Context: an optimization exercise on an open-source flow, tuned for small area, a short achievable clock period and few clock cycles per item. The choices shown serve that exercise and are no tape-out recipe. Function was not checked in any run shown here: the RTL went through the layout flow alone.

==> flow/design.v (outline; a module is shown in full before it is edited, if it fits) <==
// module sigmoid_unit: 593 lines
// module pfx_row_h3_11_11: 45 lines
// module pfx_row_h3_12_12: 51 lines
// module pfx_row_h3_13_13: 53 lines
// module pfx_row_h4_14_14: 55 lines
// module pfx_row_h4_15_15: 59 lines
// module pfx_row_bk_16_16: 67 lines
// module pfx_row_bk_17_16: 69 lines
// module pfx_row_h4_17_16: 67 lines
module sigmoid_unit (
    input  wire               clk,
    input  wire               rst,
    input  wire               in_valid,
    input  wire signed [15:0] net_in,
    output wire               out_valid,
    output wire signed [31:0] f_net,
    output wire signed [31:0] x,
    output wire signed [31:0] y,
    output wire signed [31:0] z
);
  // ...
==> flow/flow/run.sh <==
#!/bin/bash
set -euo pipefail
export BUFFER_PORTS_ARGS="-buffer_cell sky130_fd_sc_hd__buf_1"
bash standard.sh > standard.log 2>&1
==> flow/standard.sh <==
#!/bin/bash
# synth_recipe.tcl (not shown) runs the flow's synth.tcl, then flattens the netlist and writes it again
# the make line also repeats each setting of config.mk as NAME=value (left out here)
make -C /OpenROAD-flow-scripts/flow DESIGN_CONFIG=/design/flow/config.mk WORK_HOME=/design/flow/orfs CLKGATE_MAP_FILE= SYNTH_SCRIPT=/design/flow/synth_recipe.tcl "${@:-finish}"
==> flow/config.mk <==
export PLATFORM = sky130hd
export DESIGN_NAME = sigmoid_unit
export DESIGN_NICKNAME = sigmoid_unit
export VERILOG_FILES = /design/flow/design.v
export SDC_FILE = /design/flow/constraint.sdc
export NUM_CORES = 4
export LEC_CHECK = 0
export ABC_AREA = 1
export CAP_MARGIN = 20
export CORE_MARGIN = 2
export CORE_UTILIZATION = 40
export SLEW_MARGIN = 20
==> flow/constraint.sdc <==
create_clock -name core_clock -period 62.0 [get_ports {clk}]
set_input_delay 12.4000 -clock core_clock [delete_from_list [all_inputs] [get_ports {clk}]]
set_output_delay 12.4000 -clock core_clock [all_outputs]
set_load 0.01 [all_outputs]
==> impl_metrics.yaml, run 1 <==
floorplan:
  floorplan.initialDensity: 0.406
  pin_count: 148
  die_w_um: 172
  die-area_um2: 29500
synth:
  synthesized_area_fraction_occupied_by_xor_and_xnor_cells: 0.0776
  postSynthRegisterBits: 103
  netlist.top_cell.by_area: "sky130_fd_sc_hd__dfxtp_1"
  synth-async-reset-ratio: 0
  postSynth.topFlopCell: "sky130_fd_sc_hd__dfxtp_1"
  synth_area_leaders: "sky130_fd_sc_hd__dfxtp_1, sky130_fd_sc_hd__ha_1, sky130_fd_sc_hd__fa_1"
placed_design:
  post-dp-hpwl_um: 20200
  finalWeightedCongestion: 0.849
worst_setup_path:
  cp_data_required_time_ns: 62.24
  crit-reg2reg-launch: "net_q[15]"
  cp_num_buf_inv: 13
  cpMaxStageDelayCell: "sky130_fd_sc_hd__dfxtp_1"
  worstSetupEndpoint: "t1[13]"
  crit_arrival_ns: 15.05
clock_tree:
  cts_max_path_buffers: 2
  cts.repair_timing.setup_buffer_count: 0
  worst_skew_late_latency_ns: 0.36
  clk_pin_slew_worst_paths_ns: 0.08
  cts_tree: "built"
  cts_root_buf: "sky130_fd_sc_hd__clkbuf_16"
global_route:
  grt-ovfl-total: 0
  grt_most_used_layer: "met2"
  grt_first_pass_wirelength_um: 40700
timing:
  rsz0062_at_grt: "no"
  final.hold.worst_slack_ns: 0.409
min_path:
  hold_path_class: "flip-flop to flip-flop"
  hold_depth: 2
routing:
  met1Wirelength_um: 10800
  drtIter0Drc: 318
  drc: 0
layout:
  multi_input_area_share: 0.656
  area_dominant_class: "multi-input gates"
  nFlopsAndLatches: 103
  commonest_non_fill_non_tap_cell_in_the_layout: "sky130_fd_sc_hd__nand2_1"
status:
  run_status: "finished clean"
==> run 2, diff against run 1 <==
--- a/flow/design.v
+++ b/flow/design.v
@@ -15,27 +15,27 @@
     net_q <= net_in;
     v0    <= in_valid & ~rst;
 end
 wire        s0 = net_q[15];
 wire [15:0] d0 = ((net_q ^ {16{s0}}) + {15'd0, s0} + 16'd1000);
 wire [10:0] tk9 = 11'd1953;
 wire [10:0] df9;
 wire        ge9;
-pfx_row_h3_11_11 row9 (.t(tk9), .d(d0[10:0]), .hz(~|d0[15:11]), .ge(ge9), .r(df9));
+pfx_row_h4_11_11 row9 (.t(tk9), .d(d0[10:0]), .hz(~|d0[15:11]), .ge(ge9), .r(df9));
 wire [10:0] tr9 = df9;
 wire [11:0] tk8 = {tr9, 1'b0};
 wire [11:0] df8;
 wire        ge8;
-pfx_row_h3_12_12 row8 (.t(tk8), .d(d0[11:0]), .hz(~|d0[15:12]), .ge(ge8), .r(df8));
+pfx_row_h4_12_12 row8 (.t(tk8), .d(d0[11:0]), .hz(~|d0[15:12]), .ge(ge8), .r(df8));
 wire [11:0] tr8 = df8;
 wire [12:0] tk7 = {tr8, 1'b0};
 wire [12:0] df7;
 wire        ge7;
-pfx_row_h3_13_13 row7 (.t(tk7), .d(d0[12:0]), .hz(~|d0[15:13]), .ge(ge7), .r(df7));
+pfx_row_h4_13_13 row7 (.t(tk7), .d(d0[12:0]), .hz(~|d0[15:13]), .ge(ge7), .r(df7));
 wire [12:0] tr7 = df7;
 wire [13:0] tk6 = {tr7, 1'b0};
 wire [13:0] df6;
 wire        ge6;
 pfx_row_h4_14_14 row6 (.t(tk6), .d(d0[13:0]), .hz(~|d0[15:14]), .ge(ge6), .r(df6));
 wire [13:0] tr6 = df6;
 wire [14:0] tk5 = {tr6, 1'b1};
 wire [14:0] df5;
@@ -60,27 +60,27 @@
     q8_1 <= ge8;
     q7_1 <= ge7;
     q6_1 <= ge6;
     q5_1 <= ge5;
 end
 wire [15:0] tk4 = {t1, 1'b1};
 wire [15:0] df4;
 wire        ge4;
-pfx_row_bk_16_16 row4 (.t(tk4), .d(d1[15:0]), .hz(1'b1), .ge(ge4), .r(df4));
+pfx_row_h4_16_16 row4 (.t(tk4), .d(d1[15:0]), .hz(1'b1), .ge(ge4), .r(df4));
 wire [15:0] tr4 = df4;
 wire [16:0] tk3 = {tr4, 1'b1};
 wire [15:0] df3;
 wire        ge3;
-pfx_row_bk_17_16 row3 (.t(tk3), .d(d1[15:0]), .hz(1'b1), .ge(ge3), .r(df3));
+pfx_row_h4_17_16 row3 (.t(tk3), .d(d1[15:0]), .hz(1'b1), .ge(ge3), .r(df3));
 wire [15:0] tr3 = df3;
 wire [16:0] tk2 = {tr3, 1'b1};
 wire [15:0] df2;
 wire        ge2;
-pfx_row_bk_17_16 row2 (.t(tk2), .d(d1[15:0]), .hz(1'b1), .ge(ge2), .r(df2));
+pfx_row_h4_17_16 row2 (.t(tk2), .d(d1[15:0]), .hz(1'b1), .ge(ge2), .r(df2));
 wire [15:0] tr2 = df2;
 wire [16:0] tk1 = {tr2, 1'b1};
 wire [15:0] df1;
 wire        ge1;
 pfx_row_h4_17_16 row1 (.t(tk1), .d(d1[15:0]), .hz(1'b1), .ge(ge1), .r(df1));
 wire [15:0] tr1 = df1;
 wire [16:0] tk0 = {tr1, 1'b1};
 wire [15:0] df0;
@@ -586,162 +586,158 @@
     zr <= zv;
 end
 assign out_valid = vo;
 assign x     = {xs[0], xs[0], xs[0], xs[1], xs[1], xs[2], xs[2], xr, 3'b000};
 assign y     = {ys[0], ys[0], ys[0], ys[0], ys[0], ys[0], ys[1], ys[1], ys[1], ys[1], ys[1], ys[2], ys[2], ys[2], ys[2], ys[2], ys[2], ys[3], ys[3], ys[3], ys[3], ys[3], yr};
 assign z     = {21'd0, zr, yr[0]};
 assign f_net = {22'd0, zr};
 endmodule
-module pfx_row_h3_11_11 (
+module pfx_row_h4_11_11 (
     input  wire [10:0] t,
     input  wire [10:0] d,
     input  wire        hz,
     output wire        ge,
     output wire [10:0] r
 );
 wire [10:0] dd = d;
 wire [10:0] p = ~(t ^ dd);    
 wire [10:0] g = ~t & dd;      
 wire g0_1 = g[1] | (p[1] & g[0]);
 wire p0_1 = p[1] & p[0];
-wire g0_4 = g[4] | (p[4] & g[3]);
-wire p0_4 = p[4] & p[3];
-wire g0_7 = g[7] | (p[7] & g[6]);
-wire p0_7 = p[7] & p[6];
-wire g0_10 = g[10] | (p[10] & g[9]);
-wire p0_10 = p[10] & p[9];
+wire g0_5 = g[5] | (p[5] & g[4]);
+wire p0_5 = p[5] & p[4];
+wire g0_9 = g[9] | (p[9] & g[8]);
+wire p0_9 = p[9] & p[8];
 wire g1_2 = g[2] | (p[2] & g0_1);
 wire p1_2 = p[2] & p0_1;
-wire g1_5 = g[5] | (p[5] & g0_4);
-wire p1_5 = p[5] & p0_4;
-wire g1_8 = g[8] | (p[8] & g0_7);
-wire p1_8 = p[8] & p0_7;
-wire g2_5 = g1_5 | (p1_5 & g1_2);
-wire p2_5 = p1_5 & p1_2;
-wire g3_8 = g1_8 | (p1_8 & g2_5);
-wire p3_8 = p1_8 & p2_5;
-wire g4_3 = g[3] | (p[3] & g1_2);
-wire p4_3 = p[3] & p1_2;
-wire g4_4 = g0_4 | (p0_4 & g1_2);
-wire p4_4 = p0_4 & p1_2;
-wire g4_6 = g[6] | (p[6] & g2_5);
-wire p4_6 = p[6] & p2_5;
-wire g4_7 = g0_7 | (p0_7 & g2_5);
-wire p4_7 = p0_7 & p2_5;
-wire g4_9 = g[9] | (p[9] & g3_8);
-wire p4_9 = p[9] & p3_8;
-wire g4_10 = g0_10 | (p0_10 & g3_8);
-wire p4_10 = p0_10 & p3_8;
-wire [10:0] bi = {g4_9, g3_8, g4_7, g4_6, g2_5, g4_4, g4_3, g1_2, g0_1, g[0], 1'b0};
+wire g1_6 = g[6] | (p[6] & g0_5);
+wire p1_6 = p[6] & p0_5;
+wire g1_10 = g[10] | (p[10] & g0_9);
+wire p1_10 = p[10] & p0_9;
+wire g2_3 = g[3] | (p[3] & g1_2);
+wire p2_3 = p[3] & p1_2;
+wire g2_7 = g[7] | (p[7] & g1_6);
+wire p2_7 = p[7] & p1_6;
+wire g3_7 = g2_7 | (p2_7 & g2_3);
+wire p3_7 = p2_7 & p2_3;
+wire g4_4 = g[4] | (p[4] & g2_3);
+wire p4_4 = p[4] & p2_3;
+wire g4_5 = g0_5 | (p0_5 & g2_3);
+wire p4_5 = p0_5 & p2_3;
+wire g4_6 = g1_6 | (p1_6 & g2_3);
+wire p4_6 = p1_6 & p2_3;
+wire g4_8 = g[8] | (p[8] & g3_7);
+wire p4_8 = p[8] & p3_7;
+wire g4_9 = g0_9 | (p0_9 & g3_7);
+wire p4_9 = p0_9 & p3_7;
+wire g4_10 = g1_10 | (p1_10 & g3_7);
+wire p4_10 = p1_10 & p3_7;
+wire [10:0] bi = {g4_9, g4_8, g3_7, g4_6, g4_5, g4_4, g2_3, g1_2, g0_1, g[0], 1'b0};
 assign ge = hz & ~g4_10;
 wire [10:0] df = t ^ dd ^ bi;
 assign r  = ge ? df[10:0] : t[10:0];
 endmodule
-module pfx_row_h3_12_12 (
+module pfx_row_h4_12_12 (
     input  wire [11:0] t,
     input  wire [11:0] d,
     input  wire        hz,
     output wire        ge,
     output wire [11:0] r
 );
 wire [11:0] dd = d;
 wire [11:0] p = ~(t ^ dd);    
 wire [11:0] g = ~t & dd;      
 wire g0_1 = g[1] | (p[1] & g[0]);
 wire p0_1 = p[1] & p[0];
-wire g0_4 = g[4] | (p[4] & g[3]);
-wire p0_4 = p[4] & p[3];
-wire g0_7 = g[7] | (p[7] & g[6]);
-wire p0_7 = p[7] & p[6];
-wire g0_10 = g[10] | (p[10] & g[9]);
-wire p0_10 = p[10] & p[9];
+wire g0_5 = g[5] | (p[5] & g[4]);
+wire p0_5 = p[5] & p[4];
+wire g0_9 = g[9] | (p[9] & g[8]);
+wire p0_9 = p[9] & p[8];
 wire g1_2 = g[2] | (p[2] & g0_1);
 wire p1_2 = p[2] & p0_1;
-wire g1_5 = g[5] | (p[5] & g0_4);
-wire p1_5 = p[5] & p0_4;
-wire g1_8 = g[8] | (p[8] & g0_7);
-wire p1_8 = p[8] & p0_7;
-wire g1_11 = g[11] | (p[11] & g0_10);
-wire p1_11 = p[11] & p0_10;
-wire g2_5 = g1_5 | (p1_5 & g1_2);
-wire p2_5 = p1_5 & p1_2;
-wire g2_11 = g1_11 | (p1_11 & g1_8);
-wire p2_11 = p1_11 & p1_8;
-wire g3_8 = g1_8 | (p1_8 & g2_5);
-wire p3_8 = p1_8 & p2_5;
-wire g3_11 = g2_11 | (p2_11 & g2_5);
-wire p3_11 = p2_11 & p2_5;
-wire g4_3 = g[3] | (p[3] & g1_2);
-wire p4_3 = p[3] & p1_2;
-wire g4_4 = g0_4 | (p0_4 & g1_2);
-wire p4_4 = p0_4 & p1_2;
-wire g4_6 = g[6] | (p[6] & g2_5);
-wire p4_6 = p[6] & p2_5;
-wire g4_7 = g0_7 | (p0_7 & g2_5);
-wire p4_7 = p0_7 & p2_5;
-wire g4_9 = g[9] | (p[9] & g3_8);
-wire p4_9 = p[9] & p3_8;
-wire g4_10 = g0_10 | (p0_10 & g3_8);
-wire p4_10 = p0_10 & p3_8;
-wire [11:0] bi = {g4_10, g4_9, g3_8, g4_7, g4_6, g2_5, g4_4, g4_3, g1_2, g0_1, g[0], 1'b0};
-assign ge = hz & ~g3_11;
+wire g1_6 = g[6] | (p[6] & g0_5);
+wire p1_6 = p[6] & p0_5;
+wire g1_10 = g[10] | (p[10] & g0_9);
+wire p1_10 = p[10] & p0_9;
+wire g2_3 = g[3] | (p[3] & g1_2);
+wire p2_3 = p[3] & p1_2;
+wire g2_7 = g[7] | (p[7] & g1_6);
+wire p2_7 = p[7] & p1_6;
+wire g2_11 = g[11] | (p[11] & g1_10);
+wire p2_11 = p[11] & p1_10;
+wire g3_7 = g2_7 | (p2_7 & g2_3);
+wire p3_7 = p2_7 & p2_3;
+wire g4_11 = g2_11 | (p2_11 & g3_7);
+wire p4_11 = p2_11 & p3_7;
+wire g5_4 = g[4] | (p[4] & g2_3);
+wire p5_4 = p[4] & p2_3;
+wire g5_5 = g0_5 | (p0_5 & g2_3);
+wire p5_5 = p0_5 & p2_3;
+wire g5_6 = g1_6 | (p1_6 & g2_3);
+wire p5_6 = p1_6 & p2_3;
+wire g5_8 = g[8] | (p[8] & g3_7);
+wire p5_8 = p[8] & p3_7;
+wire g5_9 = g0_9 | (p0_9 & g3_7);
+wire p5_9 = p0_9 & p3_7;
+wire g5_10 = g1_10 | (p1_10 & g3_7);
+wire p5_10 = p1_10 & p3_7;
+wire [11:0] bi = {g5_10, g5_9, g5_8, g3_7, g5_6, g5_5, g5_4, g2_3, g1_2, g0_1, g[0], 1'b0};
+assign ge = hz & ~g4_11;
 wire [11:0] df = t ^ dd ^ bi;
 assign r  = ge ? df[11:0] : t[11:0];
 endmodule
-module pfx_row_h3_13_13 (
+module pfx_row_h4_13_13 (
     input  wire [12:0] t,
     input  wire [12:0] d,
     input  wire        hz,
     output wire        ge,
     output wire [12:0] r
 );
 wire [12:0] dd = d;
 wire [12:0] p = ~(t ^ dd);    
 wire [12:0] g = ~t & dd;      
 wire g0_1 = g[1] | (p[1] & g[0]);
 wire p0_1 = p[1] & p[0];
-wire g0_4 = g[4] | (p[4] & g[3]);
-wire p0_4 = p[4] & p[3];
-wire g0_7 = g[7] | (p[7] & g[6]);
-wire p0_7 = p[7] & p[6];
-wire g0_10 = g[10] | (p[10] & g[9]);
-wire p0_10 = p[10] & p[9];
+wire g0_5 = g[5] | (p[5] & g[4]);
+wire p0_5 = p[5] & p[4];
+wire g0_9 = g[9] | (p[9] & g[8]);
+wire p0_9 = p[9] & p[8];
 wire g1_2 = g[2] | (p[2] & g0_1);
 wire p1_2 = p[2] & p0_1;
-wire g1_5 = g[5] | (p[5] & g0_4);
-wire p1_5 = p[5] & p0_4;
-wire g1_8 = g[8] | (p[8] & g0_7);
-wire p1_8 = p[8] & p0_7;
-wire g1_11 = g[11] | (p[11] & g0_10);
-wire p1_11 = p[11] & p0_10;
-wire g2_5 = g1_5 | (p1_5 & g1_2);
-wire p2_5 = p1_5 & p1_2;
-wire g2_11 = g1_11 | (p1_11 & g1_8);
-wire p2_11 = p1_11 & p1_8;
-wire g3_8 = g1_8 | (p1_8 & g2_5);
-wire p3_8 = p1_8 & p2_5;
-wire g3_11 = g2_11 | (p2_11 & g2_5);
-wire p3_11 = p2_11 & p2_5;
-wire g4_3 = g[3] | (p[3] & g1_2);
-wire p4_3 = p[3] & p1_2;
-wire g4_4 = g0_4 | (p0_4 & g1_2);
-wire p4_4 = p0_4 & p1_2;
-wire g4_6 = g[6] | (p[6] & g2_5);
-wire p4_6 = p[6] & p2_5;
-wire g4_7 = g0_7 | (p0_7 & g2_5);
-wire p4_7 = p0_7 & p2_5;
-wire g4_9 = g[9] | (p[9] & g3_8);
-wire p4_9 = p[9] & p3_8;
-wire g4_10 = g0_10 | (p0_10 & g3_8);
-wire p4_10 = p0_10 & p3_8;
-wire g4_12 = g[12] | (p[12] & g3_11);
-wire p4_12 = p[12] & p3_11;
-wire [12:0] bi = {g3_11, g4_10, g4_9, g3_8, g4_7, g4_6, g2_5, g4_4, g4_3, g1_2, g0_1, g[0], 1'b0};
-assign ge = hz & ~g4_12;
+wire g1_6 = g[6] | (p[6] & g0_5);
+wire p1_6 = p[6] & p0_5;
+wire g1_10 = g[10] | (p[10] & g0_9);
+wire p1_10 = p[10] & p0_9;
+wire g2_3 = g[3] | (p[3] & g1_2);
+wire p2_3 = p[3] & p1_2;
+wire g2_7 = g[7] | (p[7] & g1_6);
+wire p2_7 = p[7] & p1_6;
+wire g2_11 = g[11] | (p[11] & g1_10);
+wire p2_11 = p[11] & p1_10;
+wire g3_7 = g2_7 | (p2_7 & g2_3);
+wire p3_7 = p2_7 & p2_3;
+wire g4_11 = g2_11 | (p2_11 & g3_7);
+wire p4_11 = p2_11 & p3_7;
+wire g5_4 = g[4] | (p[4] & g2_3);
+wire p5_4 = p[4] & p2_3;
+wire g5_5 = g0_5 | (p0_5 & g2_3);
+wire p5_5 = p0_5 & p2_3;
+wire g5_6 = g1_6 | (p1_6 & g2_3);
+wire p5_6 = p1_6 & p2_3;
+wire g5_8 = g[8] | (p[8] & g3_7);
+wire p5_8 = p[8] & p3_7;
+wire g5_9 = g0_9 | (p0_9 & g3_7);
+wire p5_9 = p0_9 & p3_7;
+wire g5_10 = g1_10 | (p1_10 & g3_7);
+wire p5_10 = p1_10 & p3_7;
+wire g5_12 = g[12] | (p[12] & g4_11);
+wire p5_12 = p[12] & p4_11;
+wire [12:0] bi = {g4_11, g5_10, g5_9, g5_8, g3_7, g5_6, g5_5, g5_4, g2_3, g1_2, g0_1, g[0], 1'b0};
+assign ge = hz & ~g5_12;
 wire [12:0] df = t ^ dd ^ bi;
 assign r  = ge ? df[12:0] : t[12:0];
 endmodule
 module pfx_row_h4_14_14 (
     input  wire [13:0] t,
     input  wire [13:0] d,
     input  wire        hz,
     output wire        ge,
@@ -849,152 +845,81 @@
 wire p5_13 = p0_13 & p4_11;
 wire g5_14 = g1_14 | (p1_14 & g4_11);
 wire p5_14 = p1_14 & p4_11;
 wire [14:0] bi = {g5_13, g5_12, g4_11, g5_10, g5_9, g5_8, g3_7, g5_6, g5_5, g5_4, g2_3, g1_2, g0_1, g[0], 1'b0};
 assign ge = hz & ~g5_14;
 wire [14:0] df = t ^ dd ^ bi;
 assign r  = ge ? df[14:0] : t[14:0];
 endmodule
-module pfx_row_bk_16_16 (
+module pfx_row_h4_16_16 (
     input  wire [15:0] t,
     input  wire [15:0] d,
     input  wire        hz,
     output wire        ge,
     output wire [15:0] r
 );
 wire [15:0] dd = d;
 wire [15:0] p = ~(t ^ dd);    
 wire [15:0] g = ~t & dd;      
 wire g0_1 = g[1] | (p[1] & g[0]);
 wire p0_1 = p[1] & p[0];
-wire g0_3 = g[3] | (p[3] & g[2]);
-wire p0_3 = p[3] & p[2];
 wire g0_5 = g[5] | (p[5] & g[4]);
 wire p0_5 = p[5] & p[4];
-wire g0_7 = g[7] | (p[7] & g[6]);
-wire p0_7 = p[7] & p[6];
 wire g0_9 = g[9] | (p[9] & g[8]);
 wire p0_9 = p[9] & p[8];
-wire g0_11 = g[11] | (p[11] & g[10]);
-wire p0_11 = p[11] & p[10];
 wire g0_13 = g[13] | (p[13] & g[12]);
 wire p0_13 = p[13] & p[12];
-wire g0_15 = g[15] | (p[15] & g[14]);
-wire p0_15 = p[15] & p[14];
-wire g1_3 = g0_3 | (p0_3 & g0_1);
-wire p1_3 = p0_3 & p0_1;
-wire g1_7 = g0_7 | (p0_7 & g0_5);
-wire p1_7 = p0_7 & p0_5;
-wire g1_11 = g0_11 | (p0_11 & g0_9);
-wire p1_11 = p0_11 & p0_9;
-wire g1_15 = g0_15 | (p0_15 & g0_13);
-wire p1_15 = p0_15 & p0_13;
-wire g2_7 = g1_7 | (p1_7 & g1_3);
-wire p2_7 = p1_7 & p1_3;
-wire g2_15 = g1_15 | (p1_15 & g1_11);
-wire p2_15 = p1_15 & p1_11;
-wire g3_15 = g2_15 | (p2_15 & g2_7);
-wire p3_15 = p2_15 & p2_7;
-wire g4_11 = g1_11 | (p1_11 & g2_7);
-wire p4_11 = p1_11 & p2_7;
-wire g5_5 = g0_5 | (p0_5 & g1_3);
-wire p5_5 = p0_5 & p1_3;
-wire g5_9 = g0_9 | (p0_9 & g2_7);
-wire p5_9 = p0_9 & p2_7;
+wire g1_2 = g[2] | (p[2] & g0_1);
+wire p1_2 = p[2] & p0_1;
+wire g1_6 = g[6] | (p[6] & g0_5);
+wire p1_6 = p[6] & p0_5;
+wire g1_10 = g[10] | (p[10] & g0_9);
+wire p1_10 = p[10] & p0_9;
+wire g1_14 = g[14] | (p[14] & g0_13);
+wire p1_14 = p[14] & p0_13;
+wire g2_3 = g[3] | (p[3] & g1_2);
+wire p2_3 = p[3] & p1_2;
+wire g2_7 = g[7] | (p[7] & g1_6);
+wire p2_7 = p[7] & p1_6;
+wire g2_11 = g[11] | (p[11] & g1_10);
+wire p2_11 = p[11] & p1_10;
+wire g2_15 = g[15] | (p[15] & g1_14);
+wire p2_15 = p[15] & p1_14;
+wire g3_7 = g2_7 | (p2_7 & g2_3);
+wire p3_7 = p2_7 & p2_3;
+wire g3_15 = g2_15 | (p2_15 & g2_11);
+wire p3_15 = p2_15 & p2_11;
+wire g4_11 = g2_11 | (p2_11 & g3_7);
+wire p4_11 = p2_11 & p3_7;
+wire g4_15 = g3_15 | (p3_15 & g3_7);
+wire p4_15 = p3_15 & p3_7;
+wire g5_4 = g[4] | (p[4] & g2_3);
+wire p5_4 = p[4] & p2_3;
+wire g5_5 = g0_5 | (p0_5 & g2_3);
+wire p5_5 = p0_5 & p2_3;
+wire g5_6 = g1_6 | (p1_6 & g2_3);
+wire p5_6 = p1_6 & p2_3;
+wire g5_8 = g[8] | (p[8] & g3_7);
+wire p5_8 = p[8] & p3_7;
+wire g5_9 = g0_9 | (p0_9 & g3_7);
+wire p5_9 = p0_9 & p3_7;
+wire g5_10 = g1_10 | (p1_10 & g3_7);
+wire p5_10 = p1_10 & p3_7;
+wire g5_12 = g[12] | (p[12] & g4_11);
+wire p5_12 = p[12] & p4_11;
 wire g5_13 = g0_13 | (p0_13 & g4_11);
 wire p5_13 = p0_13 & p4_11;
-wire g6_2 = g[2] | (p[2] & g0_1);
-wire p6_2 = p[2] & p0_1;
-wire g6_4 = g[4] | (p[4] & g1_3);
-wire p6_4 = p[4] & p1_3;
-wire g6_6 = g[6] | (p[6] & g5_5);
-wire p6_6 = p[6] & p5_5;
-wire g6_8 = g[8] | (p[8] & g2_7);
-wire p6_8 = p[8] & p2_7;
-wire g6_10 = g[10] | (p[10] & g5_9);
-wire p6_10 = p[10] & p5_9;
-wire g6_12 = g[12] | (p[12] & g4_11);
-wire p6_12 = p[12] & p4_11;
-wire g6_14 = g[14] | (p[14] & g5_13);
-wire p6_14 = p[14] & p5_13;
-wire [15:0] bi = {g6_14, g5_13, g6_12, g4_11, g6_10, g5_9, g6_8, g2_7, g6_6, g5_5, g6_4, g1_3, g6_2, g0_1, g[0], 1'b0};
-assign ge = hz & ~g3_15;
+wire g5_14 = g1_14 | (p1_14 & g4_11);
+wire p5_14 = p1_14 & p4_11;
+wire [15:0] bi = {g5_14, g5_13, g5_12, g4_11, g5_10, g5_9, g5_8, g3_7, g5_6, g5_5, g5_4, g2_3, g1_2, g0_1, g[0], 1'b0};
+assign ge = hz & ~g4_15;
 wire [15:0] df = t ^ dd ^ bi;
 assign r  = ge ? df[15:0] : t[15:0];
 endmodule
-module pfx_row_bk_17_16 (
-    input  wire [16:0] t,
-    input  wire [15:0] d,
-    input  wire        hz,
-    output wire        ge,
-    output wire [15:0] r
-);
-wire [16:0] dd = {1'd0, d};
-wire [16:0] p = ~(t ^ dd);    
-wire [16:0] g = ~t & dd;      
-wire g0_1 = g[1] | (p[1] & g[0]);
-wire p0_1 = p[1] & p[0];
-wire g0_3 = g[3] | (p[3] & g[2]);
-wire p0_3 = p[3] & p[2];
-wire g0_5 = g[5] | (p[5] & g[4]);
-wire p0_5 = p[5] & p[4];
-wire g0_7 = g[7] | (p[7] & g[6]);
-wire p0_7 = p[7] & p[6];
-wire g0_9 = g[9] | (p[9] & g[8]);
-wire p0_9 = p[9] & p[8];
-wire g0_11 = g[11] | (p[11] & g[10]);
-wire p0_11 = p[11] & p[10];
-wire g0_13 = g[13] | (p[13] & g[12]);
-wire p0_13 = p[13] & p[12];
-wire g0_15 = g[15] | (p[15] & g[14]);
-wire p0_15 = p[15] & p[14];
-wire g1_3 = g0_3 | (p0_3 & g0_1);
-wire p1_3 = p0_3 & p0_1;
-wire g1_7 = g0_7 | (p0_7 & g0_5);
-wire p1_7 = p0_7 & p0_5;
-wire g1_11 = g0_11 | (p0_11 & g0_9);
-wire p1_11 = p0_11 & p0_9;
-wire g1_15 = g0_15 | (p0_15 & g0_13);
-wire p1_15 = p0_15 & p0_13;
-wire g2_7 = g1_7 | (p1_7 & g1_3);
-wire p2_7 = p1_7 & p1_3;
-wire g2_15 = g1_15 | (p1_15 & g1_11);
-wire p2_15 = p1_15 & p1_11;
-wire g3_15 = g2_15 | (p2_15 & g2_7);
-wire p3_15 = p2_15 & p2_7;
-wire g4_11 = g1_11 | (p1_11 & g2_7);
-wire p4_11 = p1_11 & p2_7;
-wire g5_5 = g0_5 | (p0_5 & g1_3);
-wire p5_5 = p0_5 & p1_3;
-wire g5_9 = g0_9 | (p0_9 & g2_7);
-wire p5_9 = p0_9 & p2_7;
-wire g5_13 = g0_13 | (p0_13 & g4_11);
-wire p5_13 = p0_13 & p4_11;
-wire g6_2 = g[2] | (p[2] & g0_1);
-wire p6_2 = p[2] & p0_1;
-wire g6_4 = g[4] | (p[4] & g1_3);
-wire p6_4 = p[4] & p1_3;
-wire g6_6 = g[6] | (p[6] & g5_5);
-wire p6_6 = p[6] & p5_5;
-wire g6_8 = g[8] | (p[8] & g2_7);
-wire p6_8 = p[8] & p2_7;
-wire g6_10 = g[10] | (p[10] & g5_9);
-wire p6_10 = p[10] & p5_9;
-wire g6_12 = g[12] | (p[12] & g4_11);
-wire p6_12 = p[12] & p4_11;
-wire g6_14 = g[14] | (p[14] & g5_13);
-wire p6_14 = p[14] & p5_13;
-wire g6_16 = g[16] | (p[16] & g3_15);
-wire p6_16 = p[16] & p3_15;
-wire [16:0] bi = {g3_15, g6_14, g5_13, g6_12, g4_11, g6_10, g5_9, g6_8, g2_7, g6_6, g5_5, g6_4, g1_3, g6_2, g0_1, g[0], 1'b0};
-assign ge = hz & ~g6_16;
-wire [16:0] df = t ^ dd ^ bi;
-assign r  = ge ? df[15:0] : t[15:0];
-endmodule
 module pfx_row_h4_17_16 (
     input  wire [16:0] t,
     input  wire [15:0] d,
     input  wire        hz,
     output wire        ge,
     output wire [15:0] r
 );
 wire [16:0] dd = {1'd0, d};
==> run 2 against run 1 <==
Compared with the run above: still clean on timing, DRC and antenna; clock-buffer cell count down 2; clock skew up 0.0044 ns; cell count down 8.0%; worst hold slack worse by 0.0023 ns; first-iteration DRC count down 13%.
==> impl_metrics.yaml, run 2 <==
synth:
  synth.most_common_cell: "sky130_fd_sc_hd__nand2_1"
  synth-async-reset-ratio: 0
  synth_enable_flop_cells: 0
  sequential_area_share_after_synthesis: 0.191
  number_of_unique_standard_cell_types_used_by_synthesis: 54
  avg_synthesized_cell_area_um2: 7.91
  yosysWarningCount: 1
  synth_top_cells_by_count: "sky130_fd_sc_hd__nand2_1, sky130_fd_sc_hd__inv_1, sky130_fd_sc_hd__ha_1"
  mappedNetlistArea_um2: 10800
  postSynthCellCount: 1369
  postSynth.topFlopCell: "sky130_fd_sc_hd__dfxtp_1"
  synth_area_leaders: "sky130_fd_sc_hd__dfxtp_1, sky130_fd_sc_hd__ha_1, sky130_fd_sc_hd__fa_1"
  postSynthRegisterBits: 103
  synth_top_area_share: 0.191
  netlist.top_cell.by_area: "sky130_fd_sc_hd__dfxtp_1"
clock_tree:
  clk_pin_slew_worst_paths_ns: 0.08
  cts.repair_timing.setup_buffer_count: 0
  cts_made_buffers: 9
  hold_bufs_inserted_after_cts: 0
  cts_repair_resize_count: 0
  cts_tree: "built"
  cts.sinks: 103
  worst_skew_late_latency_ns: 0.37
  cts_max_path_buffers: 2
  cts_root_buf: "sky130_fd_sc_hd__clkbuf_16"
  cts.htree.levels: 3
layout:
  post_route_cells_drive_above_1_share: 0.0646
  fin_nets: 1640
  biggestRegsByFlops: "xr (22), d1 (16), net_q (16)"
  finish.instance_area_um2: 11400
  commonest_non_fill_non_tap_cell_in_the_layout: "sky130_fd_sc_hd__nand2_1"
  largest_register: "xr"
  finish.utilization: 0.427
  flip_flop_count_of_the_largest_register_all_copies_and_words_added: 22
  syn_to_final_growth_pct: 5.39
  layout.cells.most_common_list: "sky130_fd_sc_hd__nand2_1, sky130_fd_sc_hd__inv_1, sky130_fd_sc_hd__ha_1"
  final-instance-count-excl-fill: 1766
  antenna_cells: 0
timing:
  slew_headroom: 0.276
  setup_viol: 0
  max_freq_ghz: 0.0677
  rsz0062_at_grt: "no"
  post-route-min-period_ns: 14.77
  timing_worst_slew_pin_value_ns: 1.08
  drv_slew: 0
  timing.final.crit_share: 0.238
  finalHoldViolations: 0
  tns_ns: 0
  fin_worst_skew_ns: 0.0161
worst_setup_path:
  timing.reg2reg.worst_path_depth: 94
  cp-end-kind: "flip-flop"
  critPathLaunchType: "flip-flop"
  worst_path_most_repeated_cell: "sky130_fd_sc_hd__inv_1"
  crit_arrival_ns: 15.02
  cp_data_required_time_ns: 62.25
  cpPeakStageDelay_ns: 0.71
  criticalPathCategory: "flip-flop to flip-flop"
  cp_max_fo: 25
  cpMaxStageDelayCell: "sky130_fd_sc_hd__dfxtp_2"
placed_design:
  post-dp-hpwl_um: 17900
  finalWeightedCongestion: 0.827
  numPortBuffers: 101
  place_inst: 1750
  place_area_um2: 11100
routing:
  detail_route.first_pass.iterations: 4
  drtIter0Drc: 278
  totalWireLength_um: 21500
  routed_length_per_instance_um: 12.2
  drc: 0
  mean_number_of_vias_per_cell: 4.68
  dr_total_vias: 8264
  ant_nets: 0
global_route:
  grt-ovfl-total: 0
  maximum_number_of_pins_on_one_net_before_global_route_repair: 47
  vias_in_the_first_global_route: 7775
  antenna_violations_before_repair: 0
  grt_first_pass_wirelength_um: 37000
  grt_usage: 0.159
run:
  drv.max_cap_violation_count: 0
floorplan:
  pin_count: 148
  coreArea_um2: 26700
  floorplan.initialDensity: 0.405
  placementRows: 60
  die_height_um: 168
  die-area_um2: 28400
  die_w_um: 168
min_path:
  hold_path_class: "flip-flop to flip-flop"
  hold_depth: 2
status:
  run_status: "finished clean"
## run 2: logic make-up after synthesis
family                     count (synthesis)  synth area share
adders and majority gates                201             0.283
buffers and inverters                    301             0.137
AOI/OAI and AO/OA                        175            0.0953
and+or+nand+nor                          466             0.191
muxes                                      6           0.00555
other                                      1          0.000346
DFF                                      103             0.191
xor gates and xnor gates                 116            0.0977
## run 2: routing by layer
metal / up-vias / track usage / routed length [um]
met5: - / 0 / 0
met4: 0 / 0.0401 / 257
met3: 21 / 0.0217 / 614
met2: 148 / 0.277 / 10100
met1: 3766 / 0.209 / 10500
li1: 4329 / - / -
## run 2: worst paths after layout
path / end / slack [ns] / start
max: t1[4] / 47.23 / net_q[15]
min reg2reg: vo / 0.41 / v1
min: vo / 0.41 / v1
max reg2reg: t1[4] / 47.23 / net_q[15]
## run 2: worst max-delay path: cells and delay by family (launching register included)
kind                       cells  cell delay [ns]
buffers and inverters         24             2.79
AOI/OAI and AO/OA             21             2.66
xor gates and xnor gates       1             0.49
adders and majority gates     16             4.87
DFF                            1             0.71
and+or+nand+nor               32             3.07
## run 2: per-stage QoR
stage,hold slack (ns),setup WS [ns]
after floorplan,0.367,48.87
after global placement,0.390,47.14
after detailed placement,0.399,46.72
after CTS,0.411,46.69
after global routing,0.417,45.51
final,0.407,47.23
## run 2: area by class of cell
cell class	count	area, um^2
Timing Repair Buffer	107	424
Clock buffer	9	225
Sequential cell	103	2060
Tap cell	341	427
Multi-Input combinational cell	1010	7450
Clock inverter	7	103
Inverter	189	712
Fill cell	2719	15300

==> port drivers added, routing unchanged <==
In the flow no input, the clock included, has a driving cell. The finished layouts below were timed again as built, in two steps.
Step 1, drivers: a clkbuf_16 drives clk and a buf_2 each remaining input, both assumed.
Step 2, shift: input delay + t, output delay - t, t = (earliest + latest rising clock arrival at the registers) / 2. This alone moves slack from input paths to output paths.
Slacks: ideal / step 1 / step 2; pairs: ideal / step 1.
| run | t (ns) | setup WS [ns] | worst setup path after step 2 | cell pins on the clock port's net |
|---|---|---|---|---|
| run 1 | 0.403 | 47.194 / 47.194 / 47.194 | register to register | 1 |
| run 2 | 0.402 | 47.234 / 47.234 / 47.234 | register to register | 1 |
After both steps every run listed still meets setup and hold.
